This is an optimization exercise on Yosys and OpenROAD, whose aim is small area, not a production implementation.
RTL that was checked went through simulation tests only; none was proved equivalent to the original.
Power figures rest on the tool's default switching activity, not on a simulated workload. The flow treats the clock pin as an ideal source, which a real chip does not have.

Design tcam_pmt, start of the top module:
module tcam_pmt #(
    parameter DATA_WIDTH = 32,
    parameter ADDR_WIDTH = 5,
    parameter DEPTH = 32
) (
    input  wire                      clk,
    input  wire                      rst_n,
    input  wire                      wr_en,
    input  wire [ADDR_WIDTH-1:0]     wr_addr,
    input  wire [DATA_WIDTH-1:0]     wr_data,
    input  wire [DATA_WIDTH-1:0]     wr_mask,
    input  wire                      search_en,
    input  wire [DATA_WIDTH-1:0]     search_key,
    output reg  [DEPTH-1:0]          matchlines,
    output reg                       match_found,
    output reg  [ADDR_WIDTH-1:0]     match_addr,
    output wire [DEPTH-1:0]          entry_valid
);
clock: 5.0 ns
lec_check: 0
cap_margin: 20
core_margin: 2
core_utilization: 60
cts_buf_list: sky130_fd_sc_hd__clkbuf_16
cts_cluster_diameter: 60
cts_cluster_size: 30
slew_margin: 20
synth_hierarchical: 1
standard.sh (not shown) runs the stock make flow with config.mk's settings and CLKGATE_MAP_FILE= SYNTH_SCRIPT=/design/flow/synth_recipe.tcl, a recipe that flattens the netlist after the stock synthesis.
==> flow/flow/run.sh <==
#!/bin/bash
# Layout flow: the standard ORFS flow (standard.sh, with the standard
# synthesis unchanged), with two changes passed to ORFS as its own variables:
#  - port buffers use a small buffer cell (buffer_ports -buffer_cell); every
#    input and output port still gets its buffer;
#  - clock tree synthesis runs without dummy loads, with the sink clustering
#    given here.
# make's full output goes to flow_make.log in the work folder; ORFS writes each
# step's own log under orfs/logs/.
set -euo pipefail
export BUFFER_PORTS_ARGS="-buffer_cell sky130_fd_sc_hd__buf_2"
export CTS_ARGS="-sink_clustering_enable -repair_clock_nets -sink_clustering_size 32 -sink_clustering_max_diameter 66 -buf_list sky130_fd_sc_hd__clkbuf_16 -dont_use_dummy_load"
bash standard.sh > flow_make.log 2>&1
Next try:
--- a/flow/flow/run.sh
+++ b/flow/flow/run.sh
@@ -11,3 +11,3 @@
 export BUFFER_PORTS_ARGS="-buffer_cell sky130_fd_sc_hd__buf_2"
-export CTS_ARGS="-sink_clustering_enable -repair_clock_nets -sink_clustering_size 32 -sink_clustering_max_diameter 66 -buf_list sky130_fd_sc_hd__clkbuf_16 -dont_use_dummy_load"
+export CTS_ARGS="-sink_clustering_enable -repair_clock_nets -sink_clustering_size 30 -sink_clustering_max_diameter 100 -buf_list sky130_fd_sc_hd__clkbuf_16 -dont_use_dummy_load"
 bash standard.sh > flow_make.log 2>&1
Hold slack is better by 63 ps. Wire length falls by 0.46%. Worst setup slack is worse by 46 ps. Sequential power is about the same. Via count shrinks by 0.82%. Synthesized cell count does not change. Non-clock buffer count went up by 1.
Next try:
==> flow/run.sh (new file) <==
#!/bin/bash
# synth_recipe.tcl (not shown) runs the flow's synth.tcl, then flattens the netlist and writes it again
# the make line also repeats each setting of config.mk as NAME=value (left out here)
make -C /OpenROAD-flow-scripts/flow DESIGN_CONFIG=/design/flow/config.mk WORK_HOME=/design/flow/orfs CLKGATE_MAP_FILE= SYNTH_SCRIPT=/design/flow/synth_recipe.tcl finish
removed: flow/flow/run.sh
removed: flow/standard.sh
Non-clock buffer count goes up by 23.
Wire length goes up by a few percent.
Cell count goes up by a few percent.
Sequential share of layout area goes down by 2.6 points.
Design area goes up by a few percent.
Global-route usage goes up by 1.3 points.
Setup slack is worse by 26 ps.
Critical path depth goes down by 2.
Register-to-register slack is worse by 380 ps.
Next try:
==> flow/flow/run.sh (new file) <==
#!/bin/bash
# Layout flow: the standard ORFS flow (standard.sh, with the standard
# synthesis unchanged), with two changes passed to ORFS as its own variables:
#  - port buffers use a small buffer cell (buffer_ports -buffer_cell); every
#    input and output port still gets its buffer;
#  - clock tree synthesis runs without dummy loads, with the sink clustering
#    given here.
# make's full output goes to flow_make.log in the work folder; ORFS writes each
# step's own log under orfs/logs/.
set -euo pipefail
export BUFFER_PORTS_ARGS="-buffer_cell sky130_fd_sc_hd__buf_2"
export CTS_ARGS="-sink_clustering_enable -repair_clock_nets -sink_clustering_size 30 -sink_clustering_max_diameter 60 -buf_list sky130_fd_sc_hd__clkbuf_16 -dont_use_dummy_load"
bash standard.sh > flow_make.log 2>&1
==> flow/standard.sh (new file) <==
#!/bin/bash
# synth_recipe.tcl (not shown) runs the flow's synth.tcl, then flattens the netlist and writes it again
# the make line also repeats each setting of config.mk as NAME=value (left out here)
make -C /OpenROAD-flow-scripts/flow DESIGN_CONFIG=/design/flow/config.mk WORK_HOME=/design/flow/orfs CLKGATE_MAP_FILE= SYNTH_SCRIPT=/design/flow/synth_recipe.tcl "${@:-finish}"
Settings changed: CORE_UTILIZATION 60 to 72.
removed: flow/run.sh
The changed run passed the timing, design-rule and antenna checks.
Combinational power decreases slightly.
Fmax is lower slightly.
Register-to-register slack improved by 620 ps.
Synthesized area is unchanged.
Design area is lower by a few percent.
Via count goes up slightly.

---

Starting RTL as in the previous note.
==> flow/design.v (excerpt) <==
module tcam_pmt #(
    parameter DATA_WIDTH = 32,
    parameter ADDR_WIDTH = 5,
    parameter DEPTH = 32
) (
    input  wire                      clk,
    input  wire                      rst_n,
    input  wire                      wr_en,
    input  wire [ADDR_WIDTH-1:0]     wr_addr,
    input  wire [DATA_WIDTH-1:0]     wr_data,
    input  wire [DATA_WIDTH-1:0]     wr_mask,
    input  wire                      search_en,
    input  wire [DATA_WIDTH-1:0]     search_key,
    output reg  [DEPTH-1:0]          matchlines,
    output reg                       match_found,
    output reg  [ADDR_WIDTH-1:0]     match_addr,
    output wire [DEPTH-1:0]          entry_valid
);
Settings: LEC_CHECK=0, CAP_MARGIN=20, CORE_MARGIN=2, CORE_UTILIZATION=60, CTS_BUF_LIST=sky130_fd_sc_hd__clkbuf_16, CTS_CLUSTER_DIAMETER=60, CTS_CLUSTER_SIZE=30, SLEW_MARGIN=20, SYNTH_HIERARCHICAL=1; clock period 5.0 ns.
==> flow/flow/run.sh <==
#!/bin/bash
# Layout flow: the standard ORFS flow (standard.sh, with the standard
# synthesis unchanged), with two changes passed to ORFS as its own variables:
#  - port buffers use a small buffer cell (buffer_ports -buffer_cell); every
#    input and output port still gets its buffer;
#  - clock tree synthesis runs without dummy loads, with the sink clustering
#    given here.
# make's full output goes to flow_make.log in the work folder; ORFS writes each
# step's own log under orfs/logs/.
set -euo pipefail
export BUFFER_PORTS_ARGS="-buffer_cell sky130_fd_sc_hd__buf_2"
export CTS_ARGS="-sink_clustering_enable -repair_clock_nets -sink_clustering_size 30 -sink_clustering_max_diameter 60 -buf_list sky130_fd_sc_hd__clkbuf_16 -dont_use_dummy_load"
bash standard.sh > flow_make.log 2>&1
The starting point finished with timing, DRC and antenna clean.
Change:
--- a/flow/flow/run.sh
+++ b/flow/flow/run.sh
@@ -10,4 +10,4 @@
 set -euo pipefail
 export BUFFER_PORTS_ARGS="-buffer_cell sky130_fd_sc_hd__buf_2"
-export CTS_ARGS="-sink_clustering_enable -repair_clock_nets -sink_clustering_size 30 -sink_clustering_max_diameter 60 -buf_list sky130_fd_sc_hd__clkbuf_16 -dont_use_dummy_load"
+export CTS_ARGS="-sink_clustering_enable -repair_clock_nets -sink_clustering_size 26 -sink_clustering_max_diameter 80 -buf_list sky130_fd_sc_hd__clkbuf_16 -dont_use_dummy_load"
 bash standard.sh > flow_make.log 2>&1
Outcome: The changed run finished clean; first-iteration DRC count went down by about 1.8%; register-to-register slack loses 0.22 ns; maximum frequency went up by about 1.2%; routed wire length went down by about 0.7%; sequential share of layout area went up by 0.80 points; worst setup slack gains 0.044 ns; synthesized cell count is unchanged.

---

Another version of the RTL of tcam_pmt (not shown whole).
For scale: roughly 3800 cells after synthesis, roughly 2100 flip-flops, roughly 180 I/O pins, roughly 0.074 sq mm of cells after synthesis.
Settings: LEC_CHECK=0, CAP_MARGIN=20, CORE_MARGIN=2, CORE_UTILIZATION=60, CTS_BUF_LIST=sky130_fd_sc_hd__clkbuf_8, CTS_CLUSTER_SIZE=20, SLEW_MARGIN=20, SYNTH_HIERARCHICAL=1; clock period 5.0 ns.
run.sh (not shown) runs the stock make flow with config.mk's settings and CLKGATE_MAP_FILE= SYNTH_SCRIPT=/design/flow/synth_recipe.tcl, a recipe that flattens the netlist after the stock synthesis.
Stock flow here: none of the scripts above is used.
Edit:
CORE_UTILIZATION = 70   (was 60)
CTS_BUF_LIST = sky130_fd_sc_hd__clkbuf_4   (was sky130_fd_sc_hd__clkbuf_8)
CTS_CLUSTER_SIZE = 16   (was 20)
PLACE_DENSITY = 0.8   (was default)
Result:
- cell count is about the same
- worst hold slack degrades by 0.22 ns
- design area went down slightly
- synthesized area is unchanged
- sequential share of layout area went up by 0.53 points
- power is higher slightly
- routed wire length decreases by a few percent
- die area drops by about a fifth
- global-route usage rises by 5.1 points
- first-iteration DRC count went up by a quarter to a third
Function was not checked in any run of this note: the RTL went through the layout flow alone.

---

## the baseline
Another version of the RTL of tcam_pmt (not shown whole).
Size in the first run: about 2,100 flip-flops.
make LEC_CHECK=0 CAP_MARGIN=0 CORE_MARGIN=2 CORE_UTILIZATION=60 CTS_BUF_LIST=sky130_fd_sc_hd__clkbuf_16 CTS_CLUSTER_DIAMETER=50 CTS_CLUSTER_SIZE=20 SLEW_MARGIN=0 SYNTH_HIERARCHICAL=1 finish   # period 5.0 ns
No crash in the baseline: every stage finished, but the layout fails its final checks due to max-capacitance violations.
For the candidate, these inputs were changed with respect to the baseline:
Settings: swapping 50 for 60 in CTS_CLUSTER_DIAMETER; swapping 0 for 20 in SLEW_MARGIN; swapping 20 for 30 in CTS_CLUSTER_SIZE; swapping 0 for 20 in CAP_MARGIN.
- Both conditions hold for the candidate: the flow ran to the end and the final layout passed the timing, design-rule and antenna checks.
- Diff the candidate..the baseline | I/O pin total | unchanged
- | setup slack of the most critical reg-to-reg path | the candidate vs the baseline | 330 ps higher |
- In the flow results for the candidate and the baseline, the final design instance area without fill is smaller on the candidate.
- Any difference in global-route wire length before repair between the baseline and the candidate is small enough to ignore.
- The faster design of the two is the baseline; the candidate tops out lower.
- Relative to the baseline, the candidate degrades minimum hold slack.
- Share of the clock period used by the worst path after layout (lower): the baseline
- Of the two candidates, the baseline has the better worst setup slack and the candidate the worse one.

[separate check: timing with driven ports]
No port has a modelled driver above. Below, the same layouts with a new extraction and two added sets of constraints.
Step 1 (the two cells are an assumption about what drives the block):
set clk [get_ports {clk}]
set_driving_cell -lib_cell sky130_fd_sc_hd__clkbuf_16 $clk
set_driving_cell -lib_cell sky130_fd_sc_hd__buf_2 [delete_from_list [all_inputs] $clk]
Step 2 also shifts input and output timing later by t, the mid clock arrival at the registers, as if the neighbouring blocks saw the same clock.
Three values: ideal ports, drivers, drivers and shift; two values: the first two.
run	t (ns)	setup slack, ns	clock arrival spread, ns	cell pins on the clock port's net
the first run of note 1	0.871	1.384 / 1.436 / 0.565	0.070 / 0.070	1
the second run of note 1	0.802	1.339 / 1.388 / 0.586	0.044 / 0.044	1
the third run of note 1	0.895	1.313 / 1.298 / 0.402	0.050 / 0.049	1
the fourth run of note 1	0.835	1.299 / 1.360 / 0.525	0.051 / 0.051	1
the first run of note 2	0.869	1.377 / 1.426 / 0.557	0.077 / 0.076	1
the second run of note 2	0.800	1.420 / 1.470 / 0.670	0.052 / 0.051	1
the first run of note 3	1.073	1.497 / 1.418 / 0.734	0.053 / 0.052	1
the second run of note 3	1.329	1.330 / 1.256 / 0.418	0.174 / 0.173	1
the baseline	0.880	1.438 / 1.438 / 0.633	0.036 / 0.036	1
the candidate	0.889	1.394 / 1.463 / 0.574	0.034 / 0.034	1
For the second run of note 3, which loses most, drivers alone change the setup slack by -0.074 ns; drivers and shift together by -0.912 ns.
